From an optimization exercise on the open Yosys and OpenROAD flow, aimed at small area; shortcuts taken in it are not production practice. Function was checked by simulation only, so behaviour that the tests miss may differ from the original. Power and IR drop assume default switching activity.

## flow/design.v

```verilog
`timescale 1ns / 1ps
module DES_Core_Pipelined(
    input wire clk,
    input wire reset,  
    input wire [63:0] plaintext_i,
    input wire [63:0] key_i,
    output wire [63:0] ciphertext_o
    );
    reg [31:0] L [0:16];
    reg [31:0] R [0:16];
    reg [55:0] K [0:16];  
    wire [31:0] next_L [0:15];
    wire [31:0] next_R [0:15];
    wire [55:0] next_K [0:15];
    wire [47:0] subkey [0:15];
    wire [63:0] ip_out;
    function [63:0] func_ip;
        input [63:0] d;
        integer i;
        begin
            func_ip = {d[0], d[50], d[20], d[63:4]};  
            func_ip = d;  
        end
    endfunction
    assign ip_out = func_ip(plaintext_i);
    wire [55:0] key_pc1;
    assign key_pc1 = key_i[55:0]; 
    genvar i;
    generate
        for (i = 0; i < 16; i = i + 1) begin : STAGE
            wire [55:0] rotated_key;
            wire [47:0] round_subkey;
            assign rotated_key = {K[i][54:0], K[i][55]};  
            assign round_subkey = rotated_key[47:0];      
            wire [31:0] f_out;
            wire [47:0] e_expanded;
            wire [47:0] xor_out;
            assign e_expanded = {R[i][0], R[i], R[i][31], R[i][14:0]}; 
            assign xor_out = e_expanded ^ round_subkey;
            assign f_out = {xor_out[47:16] ^ xor_out[15:0]}; 
            assign next_L[i] = R[i];
            assign next_R[i] = L[i] ^ f_out;
            assign next_K[i] = rotated_key;
        end
    endgenerate
    integer j;
    always @(posedge clk) begin
        if (reset) begin
            for (j = 0; j <= 16; j = j + 1) begin
                L[j] <= 0;
                R[j] <= 0;
                K[j] <= 0;
            end
        end else begin
            L[0] <= ip_out[63:32];
            R[0] <= ip_out[31:0];
            K[0] <= key_pc1;
            for (j = 0; j < 16; j = j + 1) begin
                L[j+1] <= next_L[j];
                R[j+1] <= next_R[j];
                K[j+1] <= next_K[j];
            end
        end
    end
    wire [63:0] pre_fp;
    assign pre_fp = {R[16], L[16]};  
    function [63:0] func_fp;
        input [63:0] d;
        begin
            func_fp = d;  
        end
    endfunction
    assign ciphertext_o = func_fp(pre_fp);
endmodule
```

## flow/run.sh

```bash
#!/bin/bash
# synth_recipe.tcl (not shown) runs the flow's synth.tcl, then flattens the netlist and writes it again
# the make line also repeats each setting of config.mk as NAME=value (left out here)
make -C /OpenROAD-flow-scripts/flow DESIGN_CONFIG=/design/flow/config.mk WORK_HOME=/design/flow/orfs CLKGATE_MAP_FILE= SYNTH_SCRIPT=/design/flow/synth_recipe.tcl finish
```

## flow/config.mk

```make
export PLATFORM = sky130hd
export DESIGN_NAME = DES_Core_Pipelined
export DESIGN_NICKNAME = DES_Core_Pipelined
export VERILOG_FILES = /design/flow/design.v
export SDC_FILE = /design/flow/constraint.sdc
export NUM_CORES = 4
export LEC_CHECK = 0
export CAP_MARGIN = 20
export CORE_MARGIN = 2
export CORE_UTILIZATION = 40
export SLEW_MARGIN = 20
```

## flow/constraint.sdc

```tcl
create_clock -name core_clock -period 4.0 [get_ports {clk}]
set_input_delay 0.8000 -clock core_clock [delete_from_list [all_inputs] [get_ports {clk}]]
set_output_delay 0.8000 -clock core_clock [all_outputs]
set_load 0.01 [all_outputs]
```

==> notes.md <==
==> metrics by stage <==
| step | hold WS (ns) | power, mW | instances | setup slack [ns] |
|---|---|---|---|---|
| 2_1_floorplan | 0.414 | 21.8 | 5168 | 2.37 |
| 3_3_place_gp | 0.417 | 22.3 | 7185 | 1.74 |
| 3_5_place_dp | 0.420 | 22.3 | 7185 | 1.73 |
| 4_1_cts | 0.431 | 40.0 | 7526 | 1.47 |
| 5_1_grt | 0.444 | 41.0 | 7526 | 1.46 |
| 6_report | 0.428 | 39.4 | 7526 | 1.57 |
==> state kept, by name (all words and copies together), names as in the netlist <==
register,flops
K,860
L,544
R,544
==> placed cells by master (no fill, tap or decap), drive strengths merged <==
cell type      instances
and2                  16
buf                   33
bufinv                12
clkbuf               290
clkdlybuf4s50        184
clkinv                33
dfxtp               1948
inv                    6
nor2                 512
nor2b               1436
nor3                  16
xnor2                512
xnor3                 16
xor2                 496
==> cells by family (layout without fill, tap and decap cells) <==
family / count (synthesis) / after routing / share of synthesized area
buffers and inverters: 216 / 558 / 0.0151
DFF: 1948 / 1948 / 0.648
and+or+nand+nor: 1980 / 1980 / 0.184
xor gates and xnor gates: 1024 / 1024 / 0.153
==> report_power, final <==
part / internal [mW] / switching, mW / total, mW
sequential: 20.0 / 0.288 / 20.2
clock: 10.6 / 6.97 / 17.6
combinational: 0.842 / 0.706 / 1.55
total: 31.4 / 7.96 / 39.4
==> metal layers <==
metal | GRT usage | vias to the layer above
met5 | 0 | -
met1 | 0.157 | 12000
li1 | - | 15900
met4 | 0.0407 | 0
met2 | 0.165 | 410
met3 | 0.0272 | 173
==> worst max path at each step <==
stage	from	to	slack, ns	depth (start not counted)
2_1_floorplan	reset	R[1][0]$_SDFF_PP0_	2.37	5
3_3_place_gp	reset	K[12][15]$_SDFF_PP0_	1.74	4
3_5_place_dp	reset	L[6][18]$_SDFF_PP0_	1.73	3
4_1_cts	R[16][1]$_SDFF_PP0_	ciphertext_o[33]	1.47	1
5_1_grt	R[16][1]$_SDFF_PP0_	ciphertext_o[33]	1.46	1
6_report	R[16][1]$_SDFF_PP0_	ciphertext_o[33]	1.57	1
==> cell type report <==
type                            count  area share
Clock buffer                      290      0.0818
Multi-Input combinational cell   3004       0.288
Clock inverter                     51     0.00868
Tap cell                         2016      0.0358
Sequential cell                  1948       0.554
Timing Repair Buffer              217      0.0324
==> impl_metrics.ini <==
[floorplan]
floorplan.initialDensity = 0.402
chipHeight_um = 392
rows = 142
io_pins = 194
die_area_mm2 = 0.154
placeableCoreArea_mm2 = 0.150
fp.dieW_um = 392

[logic_synthesis]
synth_sequential_area_ratio = 0.648
syn-cell-area_mm2 = 0.0602
synth_top_cell_by_area = dfxtp_1
synthTopCellsByCount = dfxtp_1 (1,948), nor2b_1 (1,436), nor2_1 (512), xnor2_1 (512), xor2_1 (496)
post_synth_main_area_contributors = dfxtp_1 (65%), nor2b_1 (15%), xnor2_1 (7.5%), xor2_1 (7.2%), nor2_1 (3.2%)
syn_avg_cell_area_um2 = 11.6
synthesis.yosys.warnings = 4
synth.lib_cells_used.distinct = 11
synth_top_cell_area_share = 0.648
synth.ff_latch_count = 1948
syn_nets = 5298
synth-async-reset-ratio = 0
dominantRegCellSynth = dfxtp_1
yosysMostFrequentCell = dfxtp_1
synth_enable_flop_cells = 0
post_synth_inst_count = 5168

[power]
cellLeakagePower_nw = 29.2
power_per_cell_area_mw_per_mm2 = 559
peakVddDrop_v = 0.000348

[sta]
fin_worst_skew_ns = 0.0228
rsz_0062_raised_after_global_routing = false
f_max_ghz = 0.412
worst_slew_margin_rel = 0.510
setup_violations = 0
finalCritPeriodShare = 0.607
worst-slew-pin-transition_ns = 0.736
fin_tns_setup_ns = 0
hold_viol = 0
final.min_clock_period_ns = 2.43
timing_max_transition_violations_final = 0

[hold_path]
worst_hold_startpoint = R[9][2]$_SDFF_PP0_
hold-path-endpoint = L[10][2]$_SDFF_PP0_
whs_path_depth = 1
holdCritPathClass = register to register

[cells_and_area]
multiInputGateArea_mm2 = 0.0203
utilization = 0.471
nFillCells = 13800
drive_gt1_frac = 0.0606
num_antenna_cells = 0
finalInstanceArea_mm2 = 0.0705
area.growth.synth_to_final_pct = 17.1
seq_area_mm2 = 0.0390
final_nets = 5487

[critical_path]
crit_path_category = register to output pin
timing.critical_path.slowest_cell_delay_ns = 0.56
highest_delay_cell_along_the_critical_path = clkdlybuf4s50_1
reg2reg_from = K[8][30]$_SDFF_PP0_
worst_ep_arrival_time_ns = 1.63
path_buf_inv = 1
endpoint_kind = output pin
ff2ff_setup_slack_ns = 2.81
reg2regPathDepth = 3
rr_endpoint = R[9][15]$_SDFF_PP0_
setup.worst_path.start_class = register
critical_path.cell_chain = clkdlybuf4s50_1
critPathRequiredTime_ns = 3.20
worst-path-max-fanout = 1
crit_family = buffers and inverters

[outcome]
run_status = no timing/DRC/antenna violations

[grt]
largest_net_degree_at_the_start_of_global_routing = 154
grt_first_pass_wirelength_mm = 142
grt_overflow_total = 0
globalRouteTotalUtil = 0.111
grt_antenna_before_repair = 0
first_global_vias = 28200

[placed_design]
dp_hpwl_mm = 57.1
placed_cell_area_mm2 = 0.0641
gp_congestion = 0.711
buffer_ports.inserted = 185

[clock_network]
clk_pin_slew_worst_paths_ns = 0.06
clock_tree.root_cell = clkbuf_16
cts.repair.resized = 0
ctsHtreeMaxLevel = 4
cts_tree = done
cts_inserted_buffers = 186
clock_insertion_delay_worst_skew_ns = 0.78
cts-hold-fix-buffers = 0
cts_max_path_buffers = 3
cts_num_sinks = 1948
postCtsSetupRepairBufs = 0

[routing]
residual_antenna_violating_net_count_after_detailed_routing = 0
drtIter0Drc = 963
wl_met2_mm = 34.2
drc = 0
route.met3.wl_mm = 3.61
dr_total_vias = 28600
wl_per_cell_um = 11.1
vias_per_cell = 3.80
drt_wl_total_mm = 83.9
detail_route.first_pass.iterations = 4
route.top_layer_used = met4
wl_met1_mm = 44.1

[run]
max-cap-violations = 0

-- port drivers added, routing unchanged --
The flow's constraints put no driver on any port. The routed layout listed below was extracted and timed again, unchanged, in two steps. Step 1 (the two cells are an assumption about what drives the block):
set clk [get_ports {clk}]
set_driving_cell -lib_cell sky130_fd_sc_hd__clkbuf_16 $clk
set_driving_cell -lib_cell sky130_fd_sc_hd__buf_2 [delete_from_list [all_inputs] $clk]
Step 2 adds t to the input delays and takes it off the output delays; t is the mean of the earliest and latest rising clock arrival at the registers after step 1. Input paths then give back, and output paths get back, about the clock's delay inside the block. a / b / c = no drivers / after step 1 / after step 2; a / b = the first two.
t, ns: 0.837
setup slack, ns: 1.571 / 1.501 / 1.646
hold slack, ns: 0.428 / 0.428 / 0.428
After both steps setup and hold are still met in this run. The setup slack of this run moves by -0.070 ns with the drivers and by +0.075 ns with both steps.
